This design comes from an exercise in tuning for small area on the open sky130 flow, not from production work. At most, simulation tests tie the RTL to the original design; equivalence was not proved. Only the layout flow was run in run 1; the RTL was not checked for function there.

==> flow/design.v (outline; a module is shown in full before it is edited, if it fits) <==
// module FA: 4 lines
// module HA: 4 lines
// module XOR2: 3 lines
// module XNOR2: 3 lines
// module Quantize: 354 lines
// module top: 1141 lines
module top(
    input  wire         clk_i,
    input  wire         rstn_i,
    input  wire         start_i,
    input  wire [31:0]  vector_x_i,
    input  wire [31:0]  quant_w_i,
    output wire         done_o,
    output wire [31:0]  dout_o
);
  // ...
==> flow/flow/run.sh <==
#!/bin/bash
# The standard layout (standard.sh, unchanged synthesis), with two differences:
# the port buffers that global placement inserts are buf_1 cells, and clock tree
# synthesis adds no dummy loads.
set -euo pipefail
bash standard.sh 'BUFFER_PORTS_ARGS=-buffer_cell sky130_fd_sc_hd__buf_1' \
  'CTS_ARGS=-sink_clustering_enable -repair_clock_nets -buf_list {sky130_fd_sc_hd__clkbuf_4 sky130_fd_sc_hd__clkbuf_8} -dont_use_dummy_load' \
  finish > flow.log 2>&1
==> flow/standard.sh <==
#!/bin/bash
# synth_recipe.tcl (not shown) runs the flow's synth.tcl, then flattens the netlist and writes it again
# the make line also repeats each setting of config.mk as NAME=value (left out here)
make -C /OpenROAD-flow-scripts/flow DESIGN_CONFIG=/design/flow/config.mk WORK_HOME=/design/flow/orfs CLKGATE_MAP_FILE= SYNTH_SCRIPT=/design/flow/synth_recipe.tcl "${@:-finish}"
==> flow/config.mk <==
export PLATFORM = sky130hd
export DESIGN_NAME = top
export DESIGN_NICKNAME = top
export VERILOG_FILES = /design/flow/design.v
export SDC_FILE = /design/flow/constraint.sdc
export NUM_CORES = 4
export LEC_CHECK = 0
export CAP_MARGIN = 20
export CORE_MARGIN = 2
export CORE_UTILIZATION = 40
export CTS_BUF_LIST = sky130_fd_sc_hd__clkbuf_4 sky130_fd_sc_hd__clkbuf_8
export SLEW_MARGIN = 20
export SYNTH_HIERARCHICAL = 1
export SYNTH_MINIMUM_KEEP_SIZE = 0
==> flow/constraint.sdc <==
create_clock -name core_clock -period 33.0 [get_ports {clk_i}]
set_input_delay 6.6000 -clock core_clock [delete_from_list [all_inputs] [get_ports {clk_i}]]
set_output_delay 6.6000 -clock core_clock [all_outputs]
set_load 0.01 [all_outputs]
==> summary.txt, run 1 <==
Status = timing/DRC/antenna clean
Metal1 wirelength = 15400 um
Post-Synth Adder-Cell Area = 48.9%
Synthesized area per cell = 11.4 um^2
I/O Pins = 100
CTS Sinks = 97
Origin of the worst min-delay path = q1[3]
Yosys top cell by area = fa_1
Fmax = 38.6 MHz
Row count = 67
Most common cell on crit path = fa_1
Placed Cells = 1683
TritonCTS Buffers = 9
Inverters = 47
Most common cell after layout, fill and taps aside = fa_1
Largest family of logic cells by synthesized area = adder cells
Worst skew pair latency = 390 ps
Crit-path max cell delay = 590 ps
Via count = 8966
Number of distinct library cells after synthesis = 61
Die X = 188 um
Clk slew on worst S/H paths = 110 ps
Filler cell count = 3236
Final setup viols = 0
Top routing layer in use = met4
Final Hold Viols = 0
Hold-fix buffers at CTS = 0
First-pass GRT wire length = 52500 um
CTS tree = built
Synth Area in XOR/XNOR = 11.5%
==> module Quantize, before the edit <==
module Quantize (
    input  wire [31:0] din_i,
    input  wire        en_i,      
    output wire [7:0]  q_o
);
wire [31:0] x = din_i;
wire e = x[2] & (~x[31] | x[1] | x[0]);
wire [7:0] W;
wire [1:0] m;
wire [2:0] tA, tB, v;
wire [3:0] ts;
wire v6 = v[2] & v[1];
wire [8:0] s9;
wire q1s;
wire q1c;
wire q2s;
wire q2c;
wire q3;
wire q4;
wire q5s;
wire q5c;
wire q6s;
wire q6c;
wire q7s;
wire q7c;
wire q8s;
wire q8c;
wire q9s;
wire q9c;
wire q10s;
wire q10c;
wire q11s;
wire q11c;
wire q12s;
wire q12c;
wire q13s;
wire q13c;
wire q14s;
wire q14c;
wire q15s;
wire q15c;
wire q16s;
wire q16c;
wire q17;
wire q18;
wire q19s;
wire q19c;
wire q20s;
wire q20c;
wire q21s;
wire q21c;
wire q22;
wire q23;
wire q24s;
wire q24c;
wire q25s;
wire q25c;
wire q26s;
wire q26c;
wire q27;
wire q28;
wire q29s;
wire q29c;
wire q30;
wire q31;
wire q32s;
wire q32c;
wire q33;
wire q34;
wire q35s;
wire q35c;
wire q36s;
wire q36c;
wire q37s;
wire q37c;
wire q38s;
wire q38c;
wire q39;
wire q40;
wire q41;
wire q42;
wire q43;
wire q44;
wire q45s;
wire q45c;
wire q46s;
wire q46c;
wire q47s;
wire q47c;
wire q48s;
wire q48c;
wire q49;
wire q50;
wire q51s;
wire q51c;
wire q52s;
wire q52c;
wire q53s;
wire q53c;
wire q54s;
wire q54c;
wire q55s;
wire q55c;
wire q56s;
wire q56c;
wire q57s;
wire q57c;
wire q58s;
wire q58c;
wire q59s;
wire q59c;
wire q60s;
wire q60c;
wire q61s;
wire q61c;
wire q62s;
wire q62c;
wire q63s;
wire q63c;
wire q64s;
wire q64c;
wire q65s;
wire q65c;
wire q66s;
wire q66c;
wire q67s;
wire q67c;
wire q68s;
wire q68c;
wire q69s;
wire q69c;
wire q70s;
wire q70c;
wire q71s;
wire q71c;
wire q72s;
wire q72c;
wire q73s;
wire q73c;
wire q74s;
wire q74c;
wire q75s;
wire q75c;
wire q76s;
wire q76c;
wire q77s;
wire q77c;
wire q78s;
wire q78c;
wire q79s;
wire q79c;
wire q80s;
wire q80c;
wire q81s;
wire q81c;
wire q82s;
wire q82c;
wire q83s;
wire q83c;
wire q84s;
wire q84c;
wire q85s;
wire q85c;
wire q86s;
wire q86c;
wire q87s;
wire q87c;
wire q88s;
wire q88c;
wire q89s;
wire q89c;
wire q90s;
wire q90c;
wire q91;
wire q92s;
wire q92c;
wire q93s;
wire q93c;
wire q94s;
wire q94c;
wire q95;
wire q96;
wire q97s;
wire q97c;
wire q98s;
wire q98c;
wire q99s;
wire q99c;
wire q100s;
wire q100c;
wire q101;
wire q102;
wire q103s;
wire q103c;
wire q104s;
wire q104c;
wire q105s;
wire q105c;
wire q106s;
wire q106c;
wire q107s;
wire q107c;
wire q108s;
wire q108c;
wire q109s;
wire q109c;
wire q110s;
wire q110c;
wire q111s;
wire q111c;
wire q112s;
wire q112c;
wire q113;
wire q114;
wire q115;
wire q116;
wire q117;
wire q118;
wire q119;
wire q120;
FA uq1 (.a(x[3]), .b(x[17]), .c(e), .s(q1s), .co(q1c));
FA uq2 (.a(x[10]), .b(x[24]), .c(x[31]), .s(q2s), .co(q2c));
XOR2 uq3 (.a(q1s), .b(q2s), .y(q3));
assign q4 = q1s & ~q2s;
FA uq5 (.a(x[4]), .b(x[18]), .c(q1c), .s(q5s), .co(q5c));
FA uq6 (.a(x[11]), .b(x[25]), .c(q2c), .s(q6s), .co(q6c));
FA uq7 (.a(q4), .b(q5s), .c(~q6s), .s(q7s), .co(q7c));
FA uq8 (.a(x[5]), .b(x[19]), .c(q5c), .s(q8s), .co(q8c));
FA uq9 (.a(x[12]), .b(x[26]), .c(q6c), .s(q9s), .co(q9c));
FA uq10 (.a(q7c), .b(q8s), .c(~q9s), .s(q10s), .co(q10c));
FA uq11 (.a(x[6]), .b(x[20]), .c(q8c), .s(q11s), .co(q11c));
FA uq12 (.a(x[13]), .b(x[27]), .c(q9c), .s(q12s), .co(q12c));
FA uq13 (.a(q10c), .b(q11s), .c(~q12s), .s(q13s), .co(q13c));
FA uq14 (.a(x[7]), .b(x[21]), .c(q11c), .s(q14s), .co(q14c));
FA uq15 (.a(x[14]), .b(x[28]), .c(q12c), .s(q15s), .co(q15c));
FA uq16 (.a(q13c), .b(q14s), .c(q13s), .s(q16s), .co(q16c));
XOR2 uq17 (.a(q15s), .b(q16s), .y(q17));
assign q18 = ~q15s | q16s;
FA uq19 (.a(x[8]), .b(x[22]), .c(q14c), .s(q19s), .co(q19c));
FA uq20 (.a(x[15]), .b(x[29]), .c(q15c), .s(q20s), .co(q20c));
FA uq21 (.a(q19s), .b(q16c), .c(q18), .s(q21s), .co(q21c));
XOR2 uq22 (.a(q20s), .b(q21s), .y(q22));
assign q23 = ~q20s & q21s;
FA uq24 (.a(x[9]), .b(x[23]), .c(q19c), .s(q24s), .co(q24c));
FA uq25 (.a(x[16]), .b(x[30]), .c(q20c), .s(q25s), .co(q25c));
FA uq26 (.a(q24s), .b(q21c), .c(q23), .s(q26s), .co(q26c));
XOR2 uq27 (.a(q25s), .b(q26s), .y(q27));
assign q28 = ~q25s & q26s;
FA uq29 (.a(q24c), .b(q26c), .c(q28), .s(q29s), .co(q29c));
XOR2 uq30 (.a(q25c), .b(q29s), .y(q30));
assign q31 = ~q25c & q29s;
HA uq32 (.a(q29c), .b(q31), .s(q32s), .co(q32c));
XOR2 uq33 (.a(q3), .b(q30), .y(q33));
assign q34 = ~q3 & q30;
FA uq35 (.a(q7s), .b(~q32s), .c(q34), .s(q35s), .co(q35c));
FA uq36 (.a(q10s), .b(~q32c), .c(q35c), .s(q36s), .co(q36c));
FA uq37 (.a(~q13s), .b(q36c), .c(q36s), .s(q37s), .co(q37c));
HA uq38 (.a(q17), .b(q37c), .s(q38s), .co(q38c));
XOR2 uq39 (.a(q22), .b(q38c), .y(q39));
assign q40 = ~q22 | q38c;
XOR2 uq41 (.a(q27), .b(q40), .y(q41));
assign q42 = ~q27 & q40;
assign W = {q42, ~q41, q39, q38s, q37s, ~q36s, q35s, ~q33};
assign m = {W >= 8'd86, (W >= 8'd43 && W < 8'd86) || W >= 8'd129};
XOR2 uq43 (.a(m[0]), .b(q33), .y(q43));
assign q44 = m[0] & ~q33;
FA uq45 (.a(m[1]), .b(q44), .c(q35s), .s(q45s), .co(q45c));
FA uq46 (.a(m[0]), .b(~q36s), .c(q45c), .s(q46s), .co(q46c));
FA uq47 (.a(m[1]), .b(q46c), .c(q37s), .s(q47s), .co(q47c));
FA uq48 (.a(m[0]), .b(q38s), .c(q47c), .s(q48s), .co(q48c));
XOR2 uq49 (.a(m[1]), .b(q39), .y(q49));
XOR2 uq50 (.a(q49), .b(q48c), .y(q50));
FA uq51 (.a(x[3]), .b(x[6]), .c(x[9]), .s(q51s), .co(q51c));
FA uq52 (.a(x[12]), .b(x[15]), .c(x[18]), .s(q52s), .co(q52c));
FA uq53 (.a(x[21]), .b(x[24]), .c(x[27]), .s(q53s), .co(q53c));
FA uq54 (.a(x[30]), .b(e), .c(q51s), .s(q54s), .co(q54c));
FA uq55 (.a(q52s), .b(q53s), .c(q54s), .s(q55s), .co(q55c));
FA uq56 (.a(q55s), .b(q43), .c(~q47s), .s(q56s), .co(q56c));
FA uq57 (.a(x[4]), .b(x[7]), .c(x[10]), .s(q57s), .co(q57c));
FA uq58 (.a(x[13]), .b(x[16]), .c(x[19]), .s(q58s), .co(q58c));
FA uq59 (.a(x[22]), .b(x[25]), .c(x[28]), .s(q59s), .co(q59c));
FA uq60 (.a(q51c), .b(q52c), .c(q53c), .s(q60s), .co(q60c));
FA uq61 (.a(q57s), .b(q58s), .c(q59s), .s(q61s), .co(q61c));
FA uq62 (.a(q54c), .b(q60s), .c(q61s), .s(q62s), .co(q62c));
FA uq63 (.a(x[31]), .b(q45s), .c(q48s), .s(q63s), .co(q63c));
FA uq64 (.a(q55c), .b(q62s), .c(q56c), .s(q64s), .co(q64c));
FA uq65 (.a(x[5]), .b(x[8]), .c(x[11]), .s(q65s), .co(q65c));
FA uq66 (.a(x[14]), .b(x[17]), .c(x[20]), .s(q66s), .co(q66c));
FA uq67 (.a(x[23]), .b(x[26]), .c(x[29]), .s(q67s), .co(q67c));
FA uq68 (.a(q57c), .b(q58c), .c(q59c), .s(q68s), .co(q68c));
FA uq69 (.a(q65s), .b(q66s), .c(q67s), .s(q69s), .co(q69c));
FA uq70 (.a(q60c), .b(q61c), .c(q68s), .s(q70s), .co(q70c));
FA uq71 (.a(q69s), .b(q62c), .c(q70s), .s(q71s), .co(q71c));
FA uq72 (.a(q46s), .b(q50), .c(q63c), .s(q72s), .co(q72c));
FA uq73 (.a(q71s), .b(q64c), .c(~q72s), .s(q73s), .co(q73c));
FA uq74 (.a(q65c), .b(q66c), .c(q67c), .s(q74s), .co(q74c));
FA uq75 (.a(q68c), .b(q69c), .c(q74s), .s(q75s), .co(q75c));
FA uq76 (.a(q70c), .b(q75s), .c(q71c), .s(q76s), .co(q76c));
FA uq77 (.a(q76s), .b(q56s), .c(q73c), .s(q77s), .co(q77c));
FA uq78 (.a(q74c), .b(q75c), .c(q76c), .s(q78s), .co(q78c));
FA uq79 (.a(q78s), .b(q64s), .c(q77c), .s(q79s), .co(q79c));
FA uq80 (.a(q78c), .b(q73s), .c(q79c), .s(q80s), .co(q80c));
FA uq81 (.a(~q72c), .b(q77s), .c(q80c), .s(q81s), .co(q81c));
FA uq82 (.a(~q63s), .b(q79s), .c(q81c), .s(q82s), .co(q82c));
assign tA = {q80s, q82s, q81s};
assign tB = {q82c, 1'b0, 1'b0};
assign ts = tA + tB;
assign v = ts[2:0] + ts[3];    
FA uq83 (.a(x[3]), .b(e), .c(q43), .s(q83s), .co(q83c));
FA uq84 (.a(x[4]), .b(q83c), .c(~q45s), .s(q84s), .co(q84c));
FA uq85 (.a(x[5]), .b(~q46s), .c(q84c), .s(q85s), .co(q85c));
FA uq86 (.a(x[6]), .b(q85c), .c(~q47s), .s(q86s), .co(q86c));
FA uq87 (.a(x[7]), .b(~q48s), .c(q86c), .s(q87s), .co(q87c));
FA uq88 (.a(x[8]), .b(~q50), .c(q87c), .s(q88s), .co(q88c));
HA uq89 (.a(x[9]), .b(q88c), .s(q89s), .co(q89c));
HA uq90 (.a(x[10]), .b(q89c), .s(q90s), .co(q90c));
XOR2 uq91 (.a(x[11]), .b(q90c), .y(q91));
FA uq92 (.a(v[0]), .b(v6), .c(q83s), .s(q92s), .co(q92c));
FA uq93 (.a(v[1]), .b(q92c), .c(q84s), .s(q93s), .co(q93c));
FA uq94 (.a(v[2]), .b(q83s), .c(q85s), .s(q94s), .co(q94c));
XOR2 uq95 (.a(q93c), .b(q94s), .y(q95));
assign q96 = q93c | q94s;
FA uq97 (.a(v[0]), .b(q84s), .c(q94c), .s(q97s), .co(q97c));
FA uq98 (.a(q86s), .b(q96), .c(q97s), .s(q98s), .co(q98c));
FA uq99 (.a(v[1]), .b(q85s), .c(q97c), .s(q99s), .co(q99c));
FA uq100 (.a(q87s), .b(q98c), .c(q99s), .s(q100s), .co(q100c));
XOR2 uq101 (.a(q98s), .b(q100s), .y(q101));
assign q102 = q98s | q100s;
FA uq103 (.a(v[2]), .b(q83s), .c(q86s), .s(q103s), .co(q103c));
FA uq104 (.a(q103s), .b(q99c), .c(q88s), .s(q104s), .co(q104c));
FA uq105 (.a(q100c), .b(q104s), .c(q102), .s(q105s), .co(q105c));
FA uq106 (.a(v[0]), .b(q84s), .c(q87s), .s(q106s), .co(q106c));
FA uq107 (.a(q103c), .b(q89s), .c(q106s), .s(q107s), .co(q107c));
FA uq108 (.a(q104c), .b(q107s), .c(q105c), .s(q108s), .co(q108c));
FA uq109 (.a(v[1]), .b(q83s), .c(q85s), .s(q109s), .co(q109c));
FA uq110 (.a(q109s), .b(q88s), .c(q106c), .s(q110s), .co(q110c));
FA uq111 (.a(q90s), .b(q107c), .c(q110s), .s(q111s), .co(q111c));
FA uq112 (.a(q111s), .b(q108c), .c(q108s), .s(q112s), .co(q112c));
XOR2 uq113 (.a(v[2]), .b(q84s), .y(q113));
XOR2 uq114 (.a(q113), .b(q109c), .y(q114));
XOR2 uq115 (.a(q114), .b(q86s), .y(q115));
XOR2 uq116 (.a(q115), .b(q89s), .y(q116));
XOR2 uq117 (.a(q116), .b(q110c), .y(q117));
XOR2 uq118 (.a(q117), .b(q91), .y(q118));
XOR2 uq119 (.a(q118), .b(q111c), .y(q119));
XOR2 uq120 (.a(q119), .b(q112c), .y(q120));
assign s9 = {q120, q112s, ~q108s, q105s, ~q101, ~q98s, ~q95, q93s, q92s};
wire sat = s9[8] ^ s9[7];
wire [7:0] qn = {s9[8], sat ? {7{s9[7]}} : s9[6:0]};
wire wp = ~x[31] & (&x[30:11]) & (x[10:0] >= 11'd844);
wire wn = x[31] & ~(|x[30:11]) & (x[10:0] < 11'd1204);
wire [7:0] qw = x[31] ? ((x[10:0] >= 11'd852) ? 8'd164 : 8'd163) : ((x[10:0] > 11'd1196) ? 8'd93 : 8'd92);
assign q_o = ~en_i ? 8'd0 : (wp | wn) ? qw : qn;
endmodule
==> inputs of run 2 (changes only) <==
--- a/flow/design.v
+++ b/flow/design.v
@@ -24,5 +24,4 @@
 wire [2:0] tA, tB, v;
 wire [3:0] ts;
-wire v6 = v[2] & v[1];
 wire [8:0] s9;
 wire q1s;
@@ -184,7 +183,7 @@
 wire q89s;
 wire q89c;
-wire q90s;
-wire q90c;
-wire q91;
+wire q90;
+wire q91s;
+wire q91c;
 wire q92s;
 wire q92c;
@@ -193,16 +192,18 @@
 wire q94s;
 wire q94c;
-wire q95;
-wire q96;
-wire q97s;
-wire q97c;
-wire q98s;
-wire q98c;
+wire q95s;
+wire q95c;
+wire q96s;
+wire q96c;
+wire q97;
+wire q98;
 wire q99s;
 wire q99c;
 wire q100s;
 wire q100c;
-wire q101;
-wire q102;
+wire q101s;
+wire q101c;
+wire q102s;
+wire q102c;
 wire q103s;
 wire q103c;
@@ -215,8 +216,6 @@
 wire q107s;
 wire q107c;
-wire q108s;
-wire q108c;
-wire q109s;
-wire q109c;
+wire q108;
+wire q109;
 wire q110s;
 wire q110c;
@@ -225,5 +224,6 @@
 wire q112s;
 wire q112c;
-wire q113;
+wire q113s;
+wire q113c;
 wire q114;
 wire q115;
@@ -233,4 +233,6 @@
 wire q119;
 wire q120;
+wire q121;
+wire q122;
 FA uq1 (.a(x[3]), .b(x[17]), .c(e), .s(q1s), .co(q1c));
 FA uq2 (.a(x[10]), .b(x[24]), .c(x[31]), .s(q2s), .co(q2c));
@@ -288,76 +290,78 @@
 FA uq52 (.a(x[12]), .b(x[15]), .c(x[18]), .s(q52s), .co(q52c));
 FA uq53 (.a(x[21]), .b(x[24]), .c(x[27]), .s(q53s), .co(q53c));
-FA uq54 (.a(x[30]), .b(e), .c(q51s), .s(q54s), .co(q54c));
-FA uq55 (.a(q52s), .b(q53s), .c(q54s), .s(q55s), .co(q55c));
-FA uq56 (.a(q55s), .b(q43), .c(~q47s), .s(q56s), .co(q56c));
+FA uq54 (.a(x[30]), .b(x[31]), .c(e), .s(q54s), .co(q54c));
+FA uq55 (.a(q51s), .b(q52s), .c(q53s), .s(q55s), .co(q55c));
+FA uq56 (.a(q54s), .b(q55s), .c(q43), .s(q56s), .co(q56c));
 FA uq57 (.a(x[4]), .b(x[7]), .c(x[10]), .s(q57s), .co(q57c));
 FA uq58 (.a(x[13]), .b(x[16]), .c(x[19]), .s(q58s), .co(q58c));
 FA uq59 (.a(x[22]), .b(x[25]), .c(x[28]), .s(q59s), .co(q59c));
 FA uq60 (.a(q51c), .b(q52c), .c(q53c), .s(q60s), .co(q60c));
-FA uq61 (.a(q57s), .b(q58s), .c(q59s), .s(q61s), .co(q61c));
-FA uq62 (.a(q54c), .b(q60s), .c(q61s), .s(q62s), .co(q62c));
-FA uq63 (.a(x[31]), .b(q45s), .c(q48s), .s(q63s), .co(q63c));
-FA uq64 (.a(q55c), .b(q62s), .c(q56c), .s(q64s), .co(q64c));
+FA uq61 (.a(q54c), .b(q57s), .c(q58s), .s(q61s), .co(q61c));
+FA uq62 (.a(q59s), .b(q55c), .c(q60s), .s(q62s), .co(q62c));
+FA uq63 (.a(q61s), .b(q62s), .c(q56c), .s(q63s), .co(q63c));
+FA uq64 (.a(q45s), .b(~q63s), .c(q48s), .s(q64s), .co(q64c));
 FA uq65 (.a(x[5]), .b(x[8]), .c(x[11]), .s(q65s), .co(q65c));
 FA uq66 (.a(x[14]), .b(x[17]), .c(x[20]), .s(q66s), .co(q66c));
 FA uq67 (.a(x[23]), .b(x[26]), .c(x[29]), .s(q67s), .co(q67c));
-FA uq68 (.a(q57c), .b(q58c), .c(q59c), .s(q68s), .co(q68c));
-FA uq69 (.a(q65s), .b(q66s), .c(q67s), .s(q69s), .co(q69c));
-FA uq70 (.a(q60c), .b(q61c), .c(q68s), .s(q70s), .co(q70c));
-FA uq71 (.a(q69s), .b(q62c), .c(q70s), .s(q71s), .co(q71c));
-FA uq72 (.a(q46s), .b(q50), .c(q63c), .s(q72s), .co(q72c));
-FA uq73 (.a(q71s), .b(q64c), .c(~q72s), .s(q73s), .co(q73c));
+FA uq68 (.a(x[31]), .b(q57c), .c(q58c), .s(q68s), .co(q68c));
+FA uq69 (.a(q59c), .b(q65s), .c(q66s), .s(q69s), .co(q69c));
+FA uq70 (.a(q67s), .b(q60c), .c(q61c), .s(q70s), .co(q70c));
+FA uq71 (.a(q68s), .b(q69s), .c(q62c), .s(q71s), .co(q71c));
+FA uq72 (.a(q70s), .b(q71s), .c(q63c), .s(q72s), .co(q72c));
+FA uq73 (.a(q46s), .b(q50), .c(q64c), .s(q73s), .co(q73c));
 FA uq74 (.a(q65c), .b(q66c), .c(q67c), .s(q74s), .co(q74c));
 FA uq75 (.a(q68c), .b(q69c), .c(q74s), .s(q75s), .co(q75c));
 FA uq76 (.a(q70c), .b(q75s), .c(q71c), .s(q76s), .co(q76c));
-FA uq77 (.a(q76s), .b(q56s), .c(q73c), .s(q77s), .co(q77c));
-FA uq78 (.a(q74c), .b(q75c), .c(q76c), .s(q78s), .co(q78c));
-FA uq79 (.a(q78s), .b(q64s), .c(q77c), .s(q79s), .co(q79c));
-FA uq80 (.a(q78c), .b(q73s), .c(q79c), .s(q80s), .co(q80c));
-FA uq81 (.a(~q72c), .b(q77s), .c(q80c), .s(q81s), .co(q81c));
-FA uq82 (.a(~q63s), .b(q79s), .c(q81c), .s(q82s), .co(q82c));
-assign tA = {q80s, q82s, q81s};
-assign tB = {q82c, 1'b0, 1'b0};
+FA uq77 (.a(q76s), .b(q56s), .c(q72c), .s(q77s), .co(q77c));
+FA uq78 (.a(q47s), .b(~q77s), .c(q73c), .s(q78s), .co(q78c));
+FA uq79 (.a(q74c), .b(q75c), .c(q76c), .s(q79s), .co(q79c));
+FA uq80 (.a(q79s), .b(q77c), .c(~q64s), .s(q80s), .co(q80c));
+FA uq81 (.a(q79c), .b(q72s), .c(q80c), .s(q81s), .co(q81c));
+assign tA = {~q73s, ~q78c, ~q78s};
+assign tB = {q81s, q80s, q81c};
 assign ts = tA + tB;
 assign v = ts[2:0] + ts[3];    
-FA uq83 (.a(x[3]), .b(e), .c(q43), .s(q83s), .co(q83c));
-FA uq84 (.a(x[4]), .b(q83c), .c(~q45s), .s(q84s), .co(q84c));
-FA uq85 (.a(x[5]), .b(~q46s), .c(q84c), .s(q85s), .co(q85c));
-FA uq86 (.a(x[6]), .b(q85c), .c(~q47s), .s(q86s), .co(q86c));
-FA uq87 (.a(x[7]), .b(~q48s), .c(q86c), .s(q87s), .co(q87c));
-FA uq88 (.a(x[8]), .b(~q50), .c(q87c), .s(q88s), .co(q88c));
-HA uq89 (.a(x[9]), .b(q88c), .s(q89s), .co(q89c));
-HA uq90 (.a(x[10]), .b(q89c), .s(q90s), .co(q90c));
-XOR2 uq91 (.a(x[11]), .b(q90c), .y(q91));
-FA uq92 (.a(v[0]), .b(v6), .c(q83s), .s(q92s), .co(q92c));
-FA uq93 (.a(v[1]), .b(q92c), .c(q84s), .s(q93s), .co(q93c));
-FA uq94 (.a(v[2]), .b(q83s), .c(q85s), .s(q94s), .co(q94c));
-XOR2 uq95 (.a(q93c), .b(q94s), .y(q95));
-assign q96 = q93c | q94s;
-FA uq97 (.a(v[0]), .b(q84s), .c(q94c), .s(q97s), .co(q97c));
-FA uq98 (.a(q86s), .b(q96), .c(q97s), .s(q98s), .co(q98c));
-FA uq99 (.a(v[1]), .b(q85s), .c(q97c), .s(q99s), .co(q99c));
-FA uq100 (.a(q87s), .b(q98c), .c(q99s), .s(q100s), .co(q100c));
-XOR2 uq101 (.a(q98s), .b(q100s), .y(q101));
-assign q102 = q98s | q100s;
-FA uq103 (.a(v[2]), .b(q83s), .c(q86s), .s(q103s), .co(q103c));
-FA uq104 (.a(q103s), .b(q99c), .c(q88s), .s(q104s), .co(q104c));
-FA uq105 (.a(q100c), .b(q104s), .c(q102), .s(q105s), .co(q105c));
-FA uq106 (.a(v[0]), .b(q84s), .c(q87s), .s(q106s), .co(q106c));
-FA uq107 (.a(q103c), .b(q89s), .c(q106s), .s(q107s), .co(q107c));
-FA uq108 (.a(q104c), .b(q107s), .c(q105c), .s(q108s), .co(q108c));
-FA uq109 (.a(v[1]), .b(q83s), .c(q85s), .s(q109s), .co(q109c));
-FA uq110 (.a(q109s), .b(q88s), .c(q106c), .s(q110s), .co(q110c));
-FA uq111 (.a(q90s), .b(q107c), .c(q110s), .s(q111s), .co(q111c));
-FA uq112 (.a(q111s), .b(q108c), .c(q108s), .s(q112s), .co(q112c));
-XOR2 uq113 (.a(v[2]), .b(q84s), .y(q113));
-XOR2 uq114 (.a(q113), .b(q109c), .y(q114));
-XOR2 uq115 (.a(q114), .b(q86s), .y(q115));
-XOR2 uq116 (.a(q115), .b(q89s), .y(q116));
-XOR2 uq117 (.a(q116), .b(q110c), .y(q117));
-XOR2 uq118 (.a(q117), .b(q91), .y(q118));
-XOR2 uq119 (.a(q118), .b(q111c), .y(q119));
+FA uq82 (.a(x[3]), .b(e), .c(q43), .s(q82s), .co(q82c));
+FA uq83 (.a(x[4]), .b(q82c), .c(~q45s), .s(q83s), .co(q83c));
+FA uq84 (.a(x[5]), .b(~q46s), .c(q83c), .s(q84s), .co(q84c));
+FA uq85 (.a(x[6]), .b(q84c), .c(~q47s), .s(q85s), .co(q85c));
+FA uq86 (.a(x[7]), .b(~q48s), .c(q85c), .s(q86s), .co(q86c));
+FA uq87 (.a(x[8]), .b(~q50), .c(q86c), .s(q87s), .co(q87c));
+HA uq88 (.a(x[9]), .b(q87c), .s(q88s), .co(q88c));
+HA uq89 (.a(x[10]), .b(q88c), .s(q89s), .co(q89c));
+XOR2 uq90 (.a(x[11]), .b(q89c), .y(q90));
+FA uq91 (.a(v[0]), .b(v[2]), .c(q82s), .s(q91s), .co(q91c));
+FA uq92 (.a(v[1]), .b(q91c), .c(q83s), .s(q92s), .co(q92c));
+FA uq93 (.a(v[2]), .b(q82s), .c(q84s), .s(q93s), .co(q93c));
+FA uq94 (.a(q92c), .b(q92s), .c(q93s), .s(q94s), .co(q94c));
+FA uq95 (.a(v[0]), .b(q83s), .c(q93c), .s(q95s), .co(q95c));
+FA uq96 (.a(q85s), .b(q94c), .c(q95s), .s(q96s), .co(q96c));
+XOR2 uq97 (.a(q94s), .b(q96s), .y(q97));
+assign q98 = q94s | q96s;
+FA uq99 (.a(v[1]), .b(q84s), .c(q95c), .s(q99s), .co(q99c));
+FA uq100 (.a(q86s), .b(q96c), .c(q99s), .s(q100s), .co(q100c));
+HA uq101 (.a(q98), .b(q100s), .s(q101s), .co(q101c));
+FA uq102 (.a(v[2]), .b(q82s), .c(q85s), .s(q102s), .co(q102c));
+FA uq103 (.a(q102s), .b(q99c), .c(q87s), .s(q103s), .co(q103c));
+FA uq104 (.a(q100c), .b(q103s), .c(q101c), .s(q104s), .co(q104c));
+FA uq105 (.a(v[0]), .b(q83s), .c(q86s), .s(q105s), .co(q105c));
+FA uq106 (.a(q102c), .b(q88s), .c(q105s), .s(q106s), .co(q106c));
+FA uq107 (.a(q103c), .b(q106s), .c(q104c), .s(q107s), .co(q107c));
+XOR2 uq108 (.a(q104s), .b(q107s), .y(q108));
+assign q109 = q104s | q107s;
+FA uq110 (.a(v[1]), .b(q82s), .c(q84s), .s(q110s), .co(q110c));
+FA uq111 (.a(q110s), .b(q87s), .c(q105c), .s(q111s), .co(q111c));
+FA uq112 (.a(q89s), .b(q106c), .c(q111s), .s(q112s), .co(q112c));
+FA uq113 (.a(q112s), .b(q107c), .c(q109), .s(q113s), .co(q113c));
+XOR2 uq114 (.a(v[2]), .b(q83s), .y(q114));
+XOR2 uq115 (.a(q114), .b(q110c), .y(q115));
+XOR2 uq116 (.a(q115), .b(q85s), .y(q116));
+XOR2 uq117 (.a(q116), .b(q88s), .y(q117));
+XOR2 uq118 (.a(q117), .b(q111c), .y(q118));
+XOR2 uq119 (.a(q118), .b(q90), .y(q119));
 XOR2 uq120 (.a(q119), .b(q112c), .y(q120));
-assign s9 = {q120, q112s, ~q108s, q105s, ~q101, ~q98s, ~q95, q93s, q92s};
+XOR2 uq121 (.a(q120), .b(q113c), .y(q121));
+XOR2 uq122 (.a(q121), .b(q113s), .y(q122));
+assign s9 = {q122, ~q113s, ~q108, ~q104s, q101s, ~q97, ~q94s, ~q92s, q91s};
 wire sat = s9[8] ^ s9[7];
 wire [7:0] qn = {s9[8], sat ? {7{s9[7]}} : s9[6:0]};
==> run 2 against run 1 <==
Setup slack better by 1200 ps. Still clean on timing, DRC and antenna. Critical path depth down 2. Count of clock-buffer cells in the layout unchanged. Non-clock buffer count up 1. Critical endpoint unchanged. Final cell count up 0.77%. Die area up 0.64%. Hold slack better by 1.2 ps. First-iteration DRC count down 8.9%. Flip-flop and latch count unchanged. Maximum frequency up 4.9%.
==> summary.txt, run 2 <==
Max FO, Critical Path = 12 (was 10)
Clk root buf = clkbuf_8 (unchanged)
Slew @ Worst Pin = 1240 ps (was 1090 ps)
RSZ-0062 raised after global routing = no (unchanged)
Number of distinct library cells after synthesis = 58 (was 61)
Seq/Total Area, Yosys = 14.4% (was 14.5%)
Mapped cell area = 13700 um^2 (was 13600 um^2)
Slowest CP cell = fa_1 (unchanged)
Die area = 35700 um^2 (was 35500 um^2)
DR pass1 iterations = 5 (was 6)
Clock Skew = 34.9 ps (was 37.9 ps)
Fmax = 40.5 MHz (was 38.6 MHz)
Largest net degree at the start of global routing = 44 (was 54)
Congestion Overflow GR = 0 (unchanged)
Setup crit end kind = flop (unchanged)
Filler cell count = 3210 (was 3236)
Synthesis-stage register bit count = 97 (unchanged)
Crit-path max cell delay = 720 ps (was 590 ps)
Synthesized area per cell = 11.4 um^2 (about the same)
GR Util met3 = 2.80% (was 1.71%)
GRT met1 Usage = 28.1% (was 27.2%)
Max_cap viols = 0 (unchanged)
Core Area = 33600 um^2 (was 33500 um^2)
Final cycle utilization of the critical path = 74.8% (was 78.4%)
WHS Endpoint = q2[2] (was q2[3])
CTS H-tree lvls = 3 (unchanged)
Hold Path Stages = 0 (unchanged)
Final #Nets = 1674 (was 1658)
Hold-fix buffers at CTS = 0 (unchanged)
Yosys top cell by area = fa_1 (unchanged)
Post-route cell area = 14500 um^2 (was 14400 um^2)
Grt peak-use layer = met2 (unchanged)
Total GRT Usage = 19.5% (was 18.8%)
Cells resized by post-CTS repair = 0 (unchanged)
Layout Area Growth over Synthesis = 6.33% (was 6.32%)
Most common cell after layout, fill and taps aside = fa_1 (unchanged)
CTS Sinks = 97 (unchanged)
R2r startpoint = q2[1] (unchanged)
Chip height = 189 um (was 188 um)
Worst flop-to-flop path endpoint = acc3[18] (unchanged)
HPWL after DPL = 27200 um (was 26900 um)
Share of cells above drive strength 1 = 4.06% (was 4.10%)
Synth Flop Type = dfxtp_1 (unchanged)
Most frequent cells in the layout = fa_1 (307), xor2_1 (178), a22oi_1 (108) (was fa_1 (306), xor2_1 (178), a22oi_1 (108))
I/O Pins = 100 (unchanged)
Worst R2R Setup Slack = 23230 ps (was 23340 ps)
Layout Utilization = 43.3% (was 43.1%)
PortBufs = 95 (unchanged)
Startpoint Class = primary input (unchanged)
WHS = 336 ps (was 334 ps)
Placer Congestion = 0.866 (was 0.882)
Critical path class = in2reg (unchanged)
Antenna Violating Nets Remaining = 0 (unchanged)
Post-Route WL = 33400 um (was 32400 um)
Top cell type's share of synthesized area = 44.9% (was 45.1%)
Max-slew headroom = 16.9% (was 27.1%)
Ys async rst share = 5.15% (unchanged)
Status = timing/DRC/antenna clean (unchanged)
WP data required = 33290 ps (about the same)
Post-DP Area = 14400 um^2 (was 14300 um^2)
Final setup TNS = 0 ps (unchanged)
Post-synth top cells = fa_1 (307), xor2_1 (178), a22oi_1 (108) (was fa_1 (306), xor2_1 (178), a22oi_1 (108))
Worst EP arrival = 24970 ps (was 26180 ps)
First-pass GRT wire length = 54700 um (was 52500 um)
Met2 Use GR = 31.4% (was 30.9%)
Number of vias per cell = 5.39 (was 5.30)
Avg WL per Cell = 19.6 um (was 19.2 um)
Final Hold Viols = 0 (unchanged)
Hold Crit Class = reg2reg (unchanged)
Count leader, synth = fa_1 (unchanged)
Post-CTS setup buffers = 0 (unchanged)
Finished Layout Cells = 1706 (was 1693)
Area contributors post-synth = fa_1 (45%), dfxtp_1 (13%), xor2_1 (11%) (was fa_1 (45%), dfxtp_1 (14%), xor2_1 (11%))
Cell count after synthesis = 1203 (was 1191)
Origin of the worst min-delay path = q1[2] (was q1[3])
Reg2Reg Depth = 27 (unchanged)
CTS tree = built (unchanged)
Clk slew on worst S/H paths = 100 ps (was 110 ps)
1st-iter DRT viols = 635 (was 697)
Via count = 9202 (was 8966)
Yosys warnings = 7 (unchanged)
Drt drc = 0 (unchanged)
Number of global-route vias before repair = 9981 (was 9629)
Final setup viols = 0 (unchanged)
Worst skew pair latency = 380 ps (was 390 ps)
Most common cell on crit path = fa_1 (unchanged)
Row count = 67 (unchanged)
TritonCTS Buffers = 9 (unchanged)
Post-synth EDFFs = 0 (unchanged)
Initial antenna violation count = 1 (was 0)
Placed Cells = 1695 (was 1683)
Max Buffers Root-to-Sink = 2 (unchanged)
Die X = 189 um (was 188 um)
Max-slew violation count = 0 (unchanged)
Starting Density = 40.7% (was 40.5%)
Min Tclk post-route = 24680 ps (was 25880 ps)
[run 2: worst max path at each step]
stage,start,to
final,vector_x_i[31],q1[5]
after global routing,vector_x_i[31],q1[5]
after CTS,vector_x_i[31],q1[5]
after detailed placement,vector_x_i[31],q1[5]
after global placement,vector_x_i[31],q1[5]
after floorplan,vector_x_i[31],q1[3]
[run 2: metal layers]
layer / share of wire (%) / routed length (um)
met4: 1.4 / 481
met3: 5.3 / 1760
met1: 47 / 15800
met2: 46 / 15400
met5: 0 / 0
[run 2: cell families (layout without fill, tap and decap cells)]
logic type               after synthesis  count (layout)  share of synthesized area [%]
XOR/XNOR                             181             181                           11.6
other                                  1               6                         0.0274
adder cells (fa/ha/maj)              352             352                           49.0
AO/OA/AOI/OAI                        203             203                           10.9
flip-flops                            97              97                           14.4
buffers and inverters                123             173                           4.19
multiplexers                           4               4                          0.293
AND/OR/NAND/NOR                      242             242                           9.64
[run 2: layout make-up]
type	instances	area, um^2	area share [%]
antenna	2	5.00	0.0344
clock buffer	9	124	0.852
inverter	53	199	1.37
multi-input combinational	986	11200	77.1
sequential	97	1970	13.5
tap	448	561	3.85
timing repair buffer	111	477	3.28
[run 2: critical path: cells and delay by family]
kind | cells | cell delay [ps]
AND/OR/NAND/NOR | 9 | 1630
AO/OA/AOI/OAI | 7 | 1250
buffers and inverters | 4 | 530
adder cells (fa/ha/maj) | 33 | 13510
XOR/XNOR | 4 | 1420
[run 2: modules after synthesis, one instance, submodules excluded]
module	copies in the design	area, um^2	cells inside
FA	306	20.0	1
HA	29	12.5	1
Quantize	1	769	122
XOR2	178	8.76	1
top	1	4860	568
[run 2: metrics by stage]
stage / setup WS [ps]
final: 8320
after global routing: 7440
after CTS: 8230
after detailed placement: 7810
after global placement: 8310
after floorplan: 9420
==> inputs of run 3 (changes only) <==
--- a/flow/design.v
+++ b/flow/design.v
@@ -24,4 +24,5 @@
 wire [2:0] tA, tB, v;
 wire [3:0] ts;
+wire v6 = v[2] & v[1];
 wire [8:0] s9;
 wire q1s;
@@ -55,6 +56,8 @@
 wire q16s;
 wire q16c;
-wire q17;
-wire q18;
+wire q17s;
+wire q17c;
+wire q18s;
+wire q18c;
 wire q19s;
 wire q19c;
@@ -63,10 +66,10 @@
 wire q21s;
 wire q21c;
-wire q22;
-wire q23;
-wire q24s;
-wire q24c;
-wire q25s;
-wire q25c;
+wire q22s;
+wire q22c;
+wire q23s;
+wire q23c;
+wire q24;
+wire q25;
 wire q26s;
 wire q26c;
@@ -79,8 +82,8 @@
 wire q32s;
 wire q32c;
-wire q33;
+wire q33s;
+wire q33c;
 wire q34;
-wire q35s;
-wire q35c;
+wire q35;
 wire q36s;
 wire q36c;
@@ -89,10 +92,14 @@
 wire q38s;
 wire q38c;
-wire q39;
+wire q39s;
+wire q39c;
 wire q40;
 wire q41;
-wire q42;
-wire q43;
-wire q44;
+wire q42s;
+wire q42c;
+wire q43s;
+wire q43c;
+wire q44s;
+wire q44c;
 wire q45s;
 wire q45c;
@@ -103,6 +110,8 @@
 wire q48s;
 wire q48c;
-wire q49;
-wire q50;
+wire q49s;
+wire q49c;
+wire q50s;
+wire q50c;
 wire q51s;
 wire q51c;
@@ -167,6 +176,5 @@
 wire q81s;
 wire q81c;
-wire q82s;
-wire q82c;
+wire q82;
 wire q83s;
 wire q83c;
@@ -175,19 +183,16 @@
 wire q85s;
 wire q85c;
-wire q86s;
-wire q86c;
-wire q87s;
-wire q87c;
+wire q86;
+wire q87;
 wire q88s;
 wire q88c;
 wire q89s;
 wire q89c;
-wire q90;
+wire q90s;
+wire q90c;
 wire q91s;
 wire q91c;
-wire q92s;
-wire q92c;
-wire q93s;
-wire q93c;
+wire q92;
+wire q93;
 wire q94s;
 wire q94c;
@@ -196,6 +201,8 @@
 wire q96s;
 wire q96c;
-wire q97;
-wire q98;
+wire q97s;
+wire q97c;
+wire q98s;
+wire q98c;
 wire q99s;
 wire q99c;
@@ -208,31 +215,12 @@
 wire q103s;
 wire q103c;
-wire q104s;
-wire q104c;
-wire q105s;
-wire q105c;
-wire q106s;
-wire q106c;
-wire q107s;
-wire q107c;
+wire q104;
+wire q105;
+wire q106;
+wire q107;
 wire q108;
 wire q109;
-wire q110s;
-wire q110c;
-wire q111s;
-wire q111c;
-wire q112s;
-wire q112c;
-wire q113s;
-wire q113c;
-wire q114;
-wire q115;
-wire q116;
-wire q117;
-wire q118;
-wire q119;
-wire q120;
-wire q121;
-wire q122;
+wire q110;
+wire q111;
 FA uq1 (.a(x[3]), .b(x[17]), .c(e), .s(q1s), .co(q1c));
 FA uq2 (.a(x[10]), .b(x[24]), .c(x[31]), .s(q2s), .co(q2c));
@@ -250,118 +238,107 @@
 FA uq14 (.a(x[7]), .b(x[21]), .c(q11c), .s(q14s), .co(q14c));
 FA uq15 (.a(x[14]), .b(x[28]), .c(q12c), .s(q15s), .co(q15c));
-FA uq16 (.a(q13c), .b(q14s), .c(q13s), .s(q16s), .co(q16c));
-XOR2 uq17 (.a(q15s), .b(q16s), .y(q17));
-assign q18 = ~q15s | q16s;
-FA uq19 (.a(x[8]), .b(x[22]), .c(q14c), .s(q19s), .co(q19c));
-FA uq20 (.a(x[15]), .b(x[29]), .c(q15c), .s(q20s), .co(q20c));
-FA uq21 (.a(q19s), .b(q16c), .c(q18), .s(q21s), .co(q21c));
-XOR2 uq22 (.a(q20s), .b(q21s), .y(q22));
-assign q23 = ~q20s & q21s;
-FA uq24 (.a(x[9]), .b(x[23]), .c(q19c), .s(q24s), .co(q24c));
-FA uq25 (.a(x[16]), .b(x[30]), .c(q20c), .s(q25s), .co(q25c));
-FA uq26 (.a(q24s), .b(q21c), .c(q23), .s(q26s), .co(q26c));
-XOR2 uq27 (.a(q25s), .b(q26s), .y(q27));
-assign q28 = ~q25s & q26s;
-FA uq29 (.a(q24c), .b(q26c), .c(q28), .s(q29s), .co(q29c));
-XOR2 uq30 (.a(q25c), .b(q29s), .y(q30));
-assign q31 = ~q25c & q29s;
-HA uq32 (.a(q29c), .b(q31), .s(q32s), .co(q32c));
-XOR2 uq33 (.a(q3), .b(q30), .y(q33));
-assign q34 = ~q3 & q30;
-FA uq35 (.a(q7s), .b(~q32s), .c(q34), .s(q35s), .co(q35c));
-FA uq36 (.a(q10s), .b(~q32c), .c(q35c), .s(q36s), .co(q36c));
-FA uq37 (.a(~q13s), .b(q36c), .c(q36s), .s(q37s), .co(q37c));
-HA uq38 (.a(q17), .b(q37c), .s(q38s), .co(q38c));
-XOR2 uq39 (.a(q22), .b(q38c), .y(q39));
-assign q40 = ~q22 | q38c;
-XOR2 uq41 (.a(q27), .b(q40), .y(q41));
-assign q42 = ~q27 & q40;
-assign W = {q42, ~q41, q39, q38s, q37s, ~q36s, q35s, ~q33};
+FA uq16 (.a(q13c), .b(q14s), .c(~q15s), .s(q16s), .co(q16c));
+FA uq17 (.a(x[8]), .b(x[22]), .c(q14c), .s(q17s), .co(q17c));
+FA uq18 (.a(x[15]), .b(x[29]), .c(q15c), .s(q18s), .co(q18c));
+FA uq19 (.a(q16c), .b(q17s), .c(~q18s), .s(q19s), .co(q19c));
+FA uq20 (.a(x[9]), .b(x[23]), .c(q17c), .s(q20s), .co(q20c));
+FA uq21 (.a(x[16]), .b(x[30]), .c(q18c), .s(q21s), .co(q21c));
+FA uq22 (.a(q19c), .b(q20s), .c(~q21s), .s(q22s), .co(q22c));
+FA uq23 (.a(q20c), .b(~q21c), .c(q22c), .s(q23s), .co(q23c));
+XOR2 uq24 (.a(q3), .b(q23s), .y(q24));
+assign q25 = ~q3 | ~q23s;
+FA uq26 (.a(q7s), .b(~q23c), .c(q25), .s(q26s), .co(q26c));
+XOR2 uq27 (.a(q10s), .b(q26c), .y(q27));
+assign q28 = q10s | q26c;
+HA uq29 (.a(q13s), .b(q28), .s(q29s), .co(q29c));
+XOR2 uq30 (.a(q16s), .b(q29c), .y(q30));
+assign q31 = q16s | q29c;
+HA uq32 (.a(q19s), .b(q31), .s(q32s), .co(q32c));
+HA uq33 (.a(q22s), .b(q32c), .s(q33s), .co(q33c));
+assign W = {q33c, q33s, q32s, ~q30, q29s, ~q27, q26s, ~q24};
 assign m = {W >= 8'd86, (W >= 8'd43 && W < 8'd86) || W >= 8'd129};
-XOR2 uq43 (.a(m[0]), .b(q33), .y(q43));
-assign q44 = m[0] & ~q33;
-FA uq45 (.a(m[1]), .b(q44), .c(q35s), .s(q45s), .co(q45c));
-FA uq46 (.a(m[0]), .b(~q36s), .c(q45c), .s(q46s), .co(q46c));
-FA uq47 (.a(m[1]), .b(q46c), .c(q37s), .s(q47s), .co(q47c));
-FA uq48 (.a(m[0]), .b(q38s), .c(q47c), .s(q48s), .co(q48c));
-XOR2 uq49 (.a(m[1]), .b(q39), .y(q49));
-XOR2 uq50 (.a(q49), .b(q48c), .y(q50));
-FA uq51 (.a(x[3]), .b(x[6]), .c(x[9]), .s(q51s), .co(q51c));
-FA uq52 (.a(x[12]), .b(x[15]), .c(x[18]), .s(q52s), .co(q52c));
-FA uq53 (.a(x[21]), .b(x[24]), .c(x[27]), .s(q53s), .co(q53c));
-FA uq54 (.a(x[30]), .b(x[31]), .c(e), .s(q54s), .co(q54c));
-FA uq55 (.a(q51s), .b(q52s), .c(q53s), .s(q55s), .co(q55c));
-FA uq56 (.a(q54s), .b(q55s), .c(q43), .s(q56s), .co(q56c));
-FA uq57 (.a(x[4]), .b(x[7]), .c(x[10]), .s(q57s), .co(q57c));
-FA uq58 (.a(x[13]), .b(x[16]), .c(x[19]), .s(q58s), .co(q58c));
-FA uq59 (.a(x[22]), .b(x[25]), .c(x[28]), .s(q59s), .co(q59c));
-FA uq60 (.a(q51c), .b(q52c), .c(q53c), .s(q60s), .co(q60c));
-FA uq61 (.a(q54c), .b(q57s), .c(q58s), .s(q61s), .co(q61c));
-FA uq62 (.a(q59s), .b(q55c), .c(q60s), .s(q62s), .co(q62c));
-FA uq63 (.a(q61s), .b(q62s), .c(q56c), .s(q63s), .co(q63c));
-FA uq64 (.a(q45s), .b(~q63s), .c(q48s), .s(q64s), .co(q64c));
-FA uq65 (.a(x[5]), .b(x[8]), .c(x[11]), .s(q65s), .co(q65c));
-FA uq66 (.a(x[14]), .b(x[17]), .c(x[20]), .s(q66s), .co(q66c));
-FA uq67 (.a(x[23]), .b(x[26]), .c(x[29]), .s(q67s), .co(q67c));
-FA uq68 (.a(x[31]), .b(q57c), .c(q58c), .s(q68s), .co(q68c));
-FA uq69 (.a(q59c), .b(q65s), .c(q66s), .s(q69s), .co(q69c));
-FA uq70 (.a(q67s), .b(q60c), .c(q61c), .s(q70s), .co(q70c));
-FA uq71 (.a(q68s), .b(q69s), .c(q62c), .s(q71s), .co(q71c));
-FA uq72 (.a(q70s), .b(q71s), .c(q63c), .s(q72s), .co(q72c));
-FA uq73 (.a(q46s), .b(q50), .c(q64c), .s(q73s), .co(q73c));
-FA uq74 (.a(q65c), .b(q66c), .c(q67c), .s(q74s), .co(q74c));
-FA uq75 (.a(q68c), .b(q69c), .c(q74s), .s(q75s), .co(q75c));
-FA uq76 (.a(q70c), .b(q75s), .c(q71c), .s(q76s), .co(q76c));
-FA uq77 (.a(q76s), .b(q56s), .c(q72c), .s(q77s), .co(q77c));
-FA uq78 (.a(q47s), .b(~q77s), .c(q73c), .s(q78s), .co(q78c));
-FA uq79 (.a(q74c), .b(q75c), .c(q76c), .s(q79s), .co(q79c));
-FA uq80 (.a(q79s), .b(q77c), .c(~q64s), .s(q80s), .co(q80c));
-FA uq81 (.a(q79c), .b(q72s), .c(q80c), .s(q81s), .co(q81c));
-assign tA = {~q73s, ~q78c, ~q78s};
-assign tB = {q81s, q80s, q81c};
+XOR2 uq34 (.a(m[0]), .b(q24), .y(q34));
+assign q35 = m[0] & ~q24;
+FA uq36 (.a(m[1]), .b(q35), .c(q26s), .s(q36s), .co(q36c));
+FA uq37 (.a(m[0]), .b(~q27), .c(q36c), .s(q37s), .co(q37c));
+FA uq38 (.a(m[1]), .b(q29s), .c(q37c), .s(q38s), .co(q38c));
+FA uq39 (.a(m[0]), .b(~q30), .c(q38c), .s(q39s), .co(q39c));
+XOR2 uq40 (.a(m[1]), .b(q32s), .y(q40));
+XOR2 uq41 (.a(q40), .b(q39c), .y(q41));
+FA uq42 (.a(x[3]), .b(x[6]), .c(x[9]), .s(q42s), .co(q42c));
+FA uq43 (.a(x[12]), .b(x[15]), .c(x[18]), .s(q43s), .co(q43c));
+FA uq44 (.a(x[21]), .b(x[24]), .c(x[27]), .s(q44s), .co(q44c));
+FA uq45 (.a(x[30]), .b(e), .c(q42s), .s(q45s), .co(q45c));
+FA uq46 (.a(q43s), .b(q44s), .c(q45s), .s(q46s), .co(q46c));
+FA uq47 (.a(q46s), .b(q34), .c(~q38s), .s(q47s), .co(q47c));
+FA uq48 (.a(x[4]), .b(x[7]), .c(x[10]), .s(q48s), .co(q48c));
+FA uq49 (.a(x[13]), .b(x[16]), .c(x[19]), .s(q49s), .co(q49c));
+FA uq50 (.a(x[22]), .b(x[25]), .c(x[28]), .s(q50s), .co(q50c));
+FA uq51 (.a(q42c), .b(q43c), .c(q44c), .s(q51s), .co(q51c));
+FA uq52 (.a(q48s), .b(q49s), .c(q50s), .s(q52s), .co(q52c));
+FA uq53 (.a(q45c), .b(q51s), .c(q52s), .s(q53s), .co(q53c));
+FA uq54 (.a(x[31]), .b(q36s), .c(q39s), .s(q54s), .co(q54c));
+FA uq55 (.a(q46c), .b(q53s), .c(q47c), .s(q55s), .co(q55c));
+FA uq56 (.a(x[5]), .b(x[8]), .c(x[11]), .s(q56s), .co(q56c));
+FA uq57 (.a(x[14]), .b(x[17]), .c(x[20]), .s(q57s), .co(q57c));
+FA uq58 (.a(x[23]), .b(x[26]), .c(x[29]), .s(q58s), .co(q58c));
+FA uq59 (.a(q48c), .b(q49c), .c(q50c), .s(q59s), .co(q59c));
+FA uq60 (.a(q56s), .b(q57s), .c(q58s), .s(q60s), .co(q60c));
+FA uq61 (.a(q51c), .b(q52c), .c(q59s), .s(q61s), .co(q61c));
+FA uq62 (.a(q60s), .b(q53c), .c(q61s), .s(q62s), .co(q62c));
+FA uq63 (.a(q37s), .b(q41), .c(q54c), .s(q63s), .co(q63c));
+FA uq64 (.a(q62s), .b(q55c), .c(~q63s), .s(q64s), .co(q64c));
+FA uq65 (.a(q56c), .b(q57c), .c(q58c), .s(q65s), .co(q65c));
+FA uq66 (.a(q59c), .b(q60c), .c(q65s), .s(q66s), .co(q66c));
+FA uq67 (.a(q61c), .b(q66s), .c(q62c), .s(q67s), .co(q67c));
+FA uq68 (.a(q67s), .b(q47s), .c(q64c), .s(q68s), .co(q68c));
+FA uq69 (.a(q65c), .b(q66c), .c(q67c), .s(q69s), .co(q69c));
+FA uq70 (.a(q69s), .b(q55s), .c(q68c), .s(q70s), .co(q70c));
+FA uq71 (.a(q69c), .b(q64s), .c(q70c), .s(q71s), .co(q71c));
+FA uq72 (.a(~q63c), .b(q68s), .c(q71c), .s(q72s), .co(q72c));
+FA uq73 (.a(~q54s), .b(q70s), .c(q72c), .s(q73s), .co(q73c));
+assign tA = {q71s, q73s, q72s};
+assign tB = {q73c, 1'b0, 1'b0};
 assign ts = tA + tB;
 assign v = ts[2:0] + ts[3];    
-FA uq82 (.a(x[3]), .b(e), .c(q43), .s(q82s), .co(q82c));
-FA uq83 (.a(x[4]), .b(q82c), .c(~q45s), .s(q83s), .co(q83c));
-FA uq84 (.a(x[5]), .b(~q46s), .c(q83c), .s(q84s), .co(q84c));
-FA uq85 (.a(x[6]), .b(q84c), .c(~q47s), .s(q85s), .co(q85c));
-FA uq86 (.a(x[7]), .b(~q48s), .c(q85c), .s(q86s), .co(q86c));
-FA uq87 (.a(x[8]), .b(~q50), .c(q86c), .s(q87s), .co(q87c));
-HA uq88 (.a(x[9]), .b(q87c), .s(q88s), .co(q88c));
-HA uq89 (.a(x[10]), .b(q88c), .s(q89s), .co(q89c));
-XOR2 uq90 (.a(x[11]), .b(q89c), .y(q90));
-FA uq91 (.a(v[0]), .b(v[2]), .c(q82s), .s(q91s), .co(q91c));
-FA uq92 (.a(v[1]), .b(q91c), .c(q83s), .s(q92s), .co(q92c));
-FA uq93 (.a(v[2]), .b(q82s), .c(q84s), .s(q93s), .co(q93c));
-FA uq94 (.a(q92c), .b(q92s), .c(q93s), .s(q94s), .co(q94c));
-FA uq95 (.a(v[0]), .b(q83s), .c(q93c), .s(q95s), .co(q95c));
-FA uq96 (.a(q85s), .b(q94c), .c(q95s), .s(q96s), .co(q96c));
-XOR2 uq97 (.a(q94s), .b(q96s), .y(q97));
-assign q98 = q94s | q96s;
-FA uq99 (.a(v[1]), .b(q84s), .c(q95c), .s(q99s), .co(q99c));
-FA uq100 (.a(q86s), .b(q96c), .c(q99s), .s(q100s), .co(q100c));
-HA uq101 (.a(q98), .b(q100s), .s(q101s), .co(q101c));
-FA uq102 (.a(v[2]), .b(q82s), .c(q85s), .s(q102s), .co(q102c));
-FA uq103 (.a(q102s), .b(q99c), .c(q87s), .s(q103s), .co(q103c));
-FA uq104 (.a(q100c), .b(q103s), .c(q101c), .s(q104s), .co(q104c));
-FA uq105 (.a(v[0]), .b(q83s), .c(q86s), .s(q105s), .co(q105c));
-FA uq106 (.a(q102c), .b(q88s), .c(q105s), .s(q106s), .co(q106c));
-FA uq107 (.a(q103c), .b(q106s), .c(q104c), .s(q107s), .co(q107c));
-XOR2 uq108 (.a(q104s), .b(q107s), .y(q108));
-assign q109 = q104s | q107s;
-FA uq110 (.a(v[1]), .b(q82s), .c(q84s), .s(q110s), .co(q110c));
-FA uq111 (.a(q110s), .b(q87s), .c(q105c), .s(q111s), .co(q111c));
-FA uq112 (.a(q89s), .b(q106c), .c(q111s), .s(q112s), .co(q112c));
-FA uq113 (.a(q112s), .b(q107c), .c(q109), .s(q113s), .co(q113c));
-XOR2 uq114 (.a(v[2]), .b(q83s), .y(q114));
-XOR2 uq115 (.a(q114), .b(q110c), .y(q115));
-XOR2 uq116 (.a(q115), .b(q85s), .y(q116));
-XOR2 uq117 (.a(q116), .b(q88s), .y(q117));
-XOR2 uq118 (.a(q117), .b(q111c), .y(q118));
-XOR2 uq119 (.a(q118), .b(q90), .y(q119));
-XOR2 uq120 (.a(q119), .b(q112c), .y(q120));
-XOR2 uq121 (.a(q120), .b(q113c), .y(q121));
-XOR2 uq122 (.a(q121), .b(q113s), .y(q122));
-assign s9 = {q122, ~q113s, ~q108, ~q104s, q101s, ~q97, ~q94s, ~q92s, q91s};
+FA uq74 (.a(x[3]), .b(e), .c(q34), .s(q74s), .co(q74c));
+FA uq75 (.a(x[4]), .b(q74c), .c(~q36s), .s(q75s), .co(q75c));
+FA uq76 (.a(x[5]), .b(~q37s), .c(q75c), .s(q76s), .co(q76c));
+FA uq77 (.a(x[6]), .b(~q38s), .c(q76c), .s(q77s), .co(q77c));
+FA uq78 (.a(x[7]), .b(~q39s), .c(q77c), .s(q78s), .co(q78c));
+FA uq79 (.a(x[8]), .b(~q41), .c(q78c), .s(q79s), .co(q79c));
+HA uq80 (.a(x[9]), .b(q79c), .s(q80s), .co(q80c));
+HA uq81 (.a(x[10]), .b(q80c), .s(q81s), .co(q81c));
+XOR2 uq82 (.a(x[11]), .b(q81c), .y(q82));
+FA uq83 (.a(v[0]), .b(v6), .c(q74s), .s(q83s), .co(q83c));
+FA uq84 (.a(v[1]), .b(q83c), .c(q75s), .s(q84s), .co(q84c));
+FA uq85 (.a(v[2]), .b(q74s), .c(q76s), .s(q85s), .co(q85c));
+XOR2 uq86 (.a(q84c), .b(q85s), .y(q86));
+assign q87 = q84c | q85s;
+FA uq88 (.a(v[0]), .b(q75s), .c(q77s), .s(q88s), .co(q88c));
+FA uq89 (.a(q85c), .b(q87), .c(q88s), .s(q89s), .co(q89c));
+FA uq90 (.a(v[1]), .b(q76s), .c(q78s), .s(q90s), .co(q90c));
+FA uq91 (.a(q88c), .b(q89c), .c(q90s), .s(q91s), .co(q91c));
+XOR2 uq92 (.a(q89s), .b(q91s), .y(q92));
+assign q93 = q89s | q91s;
+FA uq94 (.a(v[2]), .b(q74s), .c(q77s), .s(q94s), .co(q94c));
+FA uq95 (.a(q94s), .b(q79s), .c(q90c), .s(q95s), .co(q95c));
+FA uq96 (.a(q91c), .b(q95s), .c(q93), .s(q96s), .co(q96c));
+FA uq97 (.a(v[0]), .b(q75s), .c(q78s), .s(q97s), .co(q97c));
+FA uq98 (.a(q94c), .b(q80s), .c(q97s), .s(q98s), .co(q98c));
+FA uq99 (.a(q95c), .b(q98s), .c(q96c), .s(q99s), .co(q99c));
+FA uq100 (.a(v[1]), .b(q74s), .c(q76s), .s(q100s), .co(q100c));
+FA uq101 (.a(q100s), .b(q79s), .c(q97c), .s(q101s), .co(q101c));
+FA uq102 (.a(q81s), .b(q98c), .c(q101s), .s(q102s), .co(q102c));
+FA uq103 (.a(q102s), .b(q99c), .c(q99s), .s(q103s), .co(q103c));
+XOR2 uq104 (.a(v[2]), .b(q75s), .y(q104));
+XOR2 uq105 (.a(q104), .b(q77s), .y(q105));
+XOR2 uq106 (.a(q105), .b(q100c), .y(q106));
+XOR2 uq107 (.a(q106), .b(q80s), .y(q107));
+XOR2 uq108 (.a(q107), .b(q101c), .y(q108));
+XOR2 uq109 (.a(q108), .b(q82), .y(q109));
+XOR2 uq110 (.a(q109), .b(q102c), .y(q110));
+XOR2 uq111 (.a(q110), .b(q103c), .y(q111));
+assign s9 = {q111, q103s, ~q99s, q96s, ~q92, ~q89s, ~q86, q84s, q83s};
 wire sat = s9[8] ^ s9[7];
 wire [7:0] qn = {s9[8], sat ? {7{s9[7]}} : s9[6:0]};
==> run 3 against run 2 <==
Still clean on timing, DRC and antenna. Setup slack gained 120 ps. Final area shrank 1.2%. Final cell count shrank 1.2%. Count of clock-buffer cells in the layout is the same. Register-to-register slack lost 520 ps. Largest cell class unchanged.
==> summary.txt, run 3 <==
Status = timing/DRC/antenna clean (unchanged)
CP startpoint = vector_x_i[31] (unchanged)
R2r startpoint = q2[1] (unchanged)
Die area = 35300 um^2 (was 35700 um^2)
Most common cell after layout, fill and taps aside = fa_1 (unchanged)
Number of vias per cell = 5.33 (was 5.39)
Critical path class = in2reg (unchanged)
Area contributors post-synth = fa_1 (45%), dfxtp_1 (14%), xor2_1 (11%) (was fa_1 (45%), dfxtp_1 (13%), xor2_1 (11%))
Cells resized by post-CTS repair = 0 (unchanged)
Max Buffers Root-to-Sink = 2 (unchanged)
Cell count after synthesis = 1186 (was 1203)
TritonCTS Buffers = 9 (unchanged)
Worst skew pair latency = 390 ps (was 380 ps)
Most frequent cells in the layout = fa_1 (304), xor2_1 (174), a22oi_1 (108) (was fa_1 (307), xor2_1 (178), a22oi_1 (108))
Fmax = 40.7 MHz (was 40.5 MHz)
Synth Flop Type = dfxtp_1 (unchanged)
Yosys top cell by area = fa_1 (unchanged)
Synthesis-stage register bit count = 97 (unchanged)
Hold Path Stages = 0 (unchanged)
Clk slew on worst S/H paths = 80 ps (was 100 ps)
CP Buf/Inv Count = 4 (unchanged)
Row count = 67 (unchanged)
Congestion Overflow GR = 0 (unchanged)
Final #Nets = 1651 (was 1674)
CTS tree = built (unchanged)
Post-place setup slack = 7980 ps (was 7810 ps)
Placer Congestion = 0.924 (was 0.866)
Hold-fix buffers at CTS = 0 (unchanged)
Critical path's top delay family = adder cells (unchanged)
Final setup TNS = 0 ps (unchanged)
WHS Endpoint = q2[6] (was q2[2])
Top cell type's share of synthesized area = 45.0% (was 44.9%)
Starting Density = 40.4% (was 40.7%)
Origin of the worst min-delay path = q1[6] (was q1[2])
Post-CTS setup buffers = 0 (unchanged)
Mapped cell area = 13500 um^2 (was 13700 um^2)
Max-slew headroom = 28.0% (was 16.9%)
Setup WS post-layout = 8440 ps (was 8320 ps)
Max-slew violation count = 0 (unchanged)
Most common cell on crit path = fa_1 (unchanged)
Post-synth top cells = fa_1 (304), xor2_1 (174), a22oi_1 (108) (was fa_1 (307), xor2_1 (178), a22oi_1 (108))
Yosys warnings = 7 (unchanged)
RSZ-0062 raised after global routing = no (unchanged)
Drt drc = 0 (unchanged)
Slew @ Worst Pin = 1070 ps (was 1240 ps)
PortBufs = 95 (unchanged)
First-pass GRT wire length = 52500 um (was 54700 um)
Share of cells above drive strength 1 = 4.44% (was 4.06%)
Number of distinct library cells after synthesis = 63 (was 58)
Setup crit end kind = flop (unchanged)
1st-iter DRT viols = 750 (was 635)
Worst flop-to-flop path endpoint = acc3[18] (unchanged)
ANT cells = 0 (was 2)
Slowest CP cell = fa_1 (unchanged)
HPWL after DPL = 26900 um (was 27200 um)
Ys async rst share = 5.15% (unchanged)
Startpoint Class = primary input (unchanged)
Via count = 8988 (was 9202)
Final cycle utilization of the critical path = 74.4% (was 74.8%)
Seq/Total Area, Yosys = 14.5% (was 14.4%)
Synthesized area per cell = 11.4 um^2 (about the same)
Max_cap viols = 0 (unchanged)
Layout Utilization = 43.0% (was 43.3%)
CTS H-tree lvls = 3 (unchanged)
Die X = 188 um (was 189 um)
Clk root buf = clkbuf_8 (unchanged)
Reg2Reg Depth = 26 (was 27)
Chip height = 188 um (was 189 um)
Worst R2R Setup Slack = 22710 ps (was 23230 ps)
WHS = 332 ps (was 336 ps)
Layout Area Growth over Synthesis = 6.27% (was 6.33%)
Post-synth EDFFs = 0 (unchanged)
Count leader, synth = fa_1 (unchanged)
Avg WL per Cell = 19.2 um (was 19.6 um)
Max FO, Critical Path = 10 (was 12)
Hold Crit Class = reg2reg (unchanged)
Final Hold Viols = 0 (unchanged)
I/O Pins = 100 (unchanged)
Core Area = 33400 um^2 (was 33600 um^2)
Initial antenna violation count = 0 (was 1)
DR pass1 iterations = 8 (was 5)
Critical path depth = 54 (was 57)
Final setup viols = 0 (unchanged)
Min Tclk post-route = 24560 ps (was 24680 ps)
Antenna Violating Nets Remaining = 0 (unchanged)
CTS Sinks = 97 (unchanged)
Number of global-route vias before repair = 9555 (was 9981)
Placed Cells = 1677 (was 1695)
Post-Route WL = 32400 um (was 33400 um)
Finished Layout Cells = 1686 (was 1706)
Total GRT Usage = 19.0% (was 19.5%)
WP data required = 33280 ps (was 33290 ps)
Crit-path max cell delay = 570 ps (was 720 ps)
Worst EP arrival = 24840 ps (was 24970 ps)
Largest net degree at the start of global routing = 44 (unchanged)
Clock Skew = 25.1 ps (was 34.9 ps)
run 3: per-module statistics from Yosys, one instance, submodules excluded:
| module | cells inside | cell area (um^2) |
|---|---|---|
| top | 568 | 4860 |
| Quantize | 112 | 702 |
| FA | 1 | 20.0 |
| HA | 1 | 12.5 |
| XOR2 | 1 | 8.76 |
run 3: layer usage:
layer / track usage [%] / wire length (um)
met1: 27.9 / 15600
met2: 30.3 / 14700
met3: 2.55 / 1680
met4: 3.79 / 387
met5: 0 / 0
run 3: final cells by class:
type                            count  area [um^2]
Sequential cell                    97         1970
Multi-Input combinational cell    972        11100
Fill cell                        3206        19100
Inverter                           51          191
Tap cell                          448          561
Timing Repair Buffer              109          462
Clock buffer                        9          124
run 3: worst max path at each step:
stage / endpoint / slack [ps]
2_1_floorplan: q1[5] / 9490
4_1_cts: q1[5] / 8430
3_5_place_dp: q1[5] / 7980
6_report: q1[5] / 8440
3_3_place_gp: q1[5] / 8480
5_1_grt: q1[5] / 7600
run 3: logic make-up after synthesis:
kind of cell	synth area share, %
buf+inv	4.16
other cells	0.0277
simple gates	9.76
fa+ha+maj	48.9
compound gates	11.0
xor+xnor	11.3
mux	0.296
flops	14.5
run 3: through the flow:
step	area, um^2
after floorplan	13500
after global placement	14200
after detailed placement	14200
after CTS	14400
after global routing	14400
final	14400

what the ideal ports hide:
The results above use ideal ports. As a check the final layouts listed here were re-extracted and re-timed, cells and wires unchanged. Step 1 (the two cells are an assumption about what drives the block):
set clk [get_ports {clk_i}]
set_driving_cell -lib_cell sky130_fd_sc_hd__clkbuf_16 $clk
set_driving_cell -lib_cell sky130_fd_sc_hd__buf_2 [delete_from_list [all_inputs] $clk]
Step 2, shift: input delay + t, output delay - t, t = (earliest + latest rising clock arrival at the registers) / 2. This alone moves slack from input paths to output paths. Slacks: ideal ports / drivers / drivers and shift; pairs: ideal ports / drivers.
| run | shift t [ns] | slack for setup (ns) | hold WS [ns] |
|---|---|---|---|
| run 1 | 0.408 | 7.118 / 7.136 / 6.727 | 0.334 / 0.334 / 0.334 |
| run 2 | 0.406 | 8.317 / 8.334 / 7.928 | 0.336 / 0.336 / 0.336 |
| run 3 | 0.415 | 8.441 / 8.460 / 8.044 | 0.332 / 0.332 / 0.332 |
After both steps setup and hold are still met in every run listed. For run 3, which loses most, drivers alone change the setup slack by +0.019 ns; drivers and shift together by -0.397 ns.
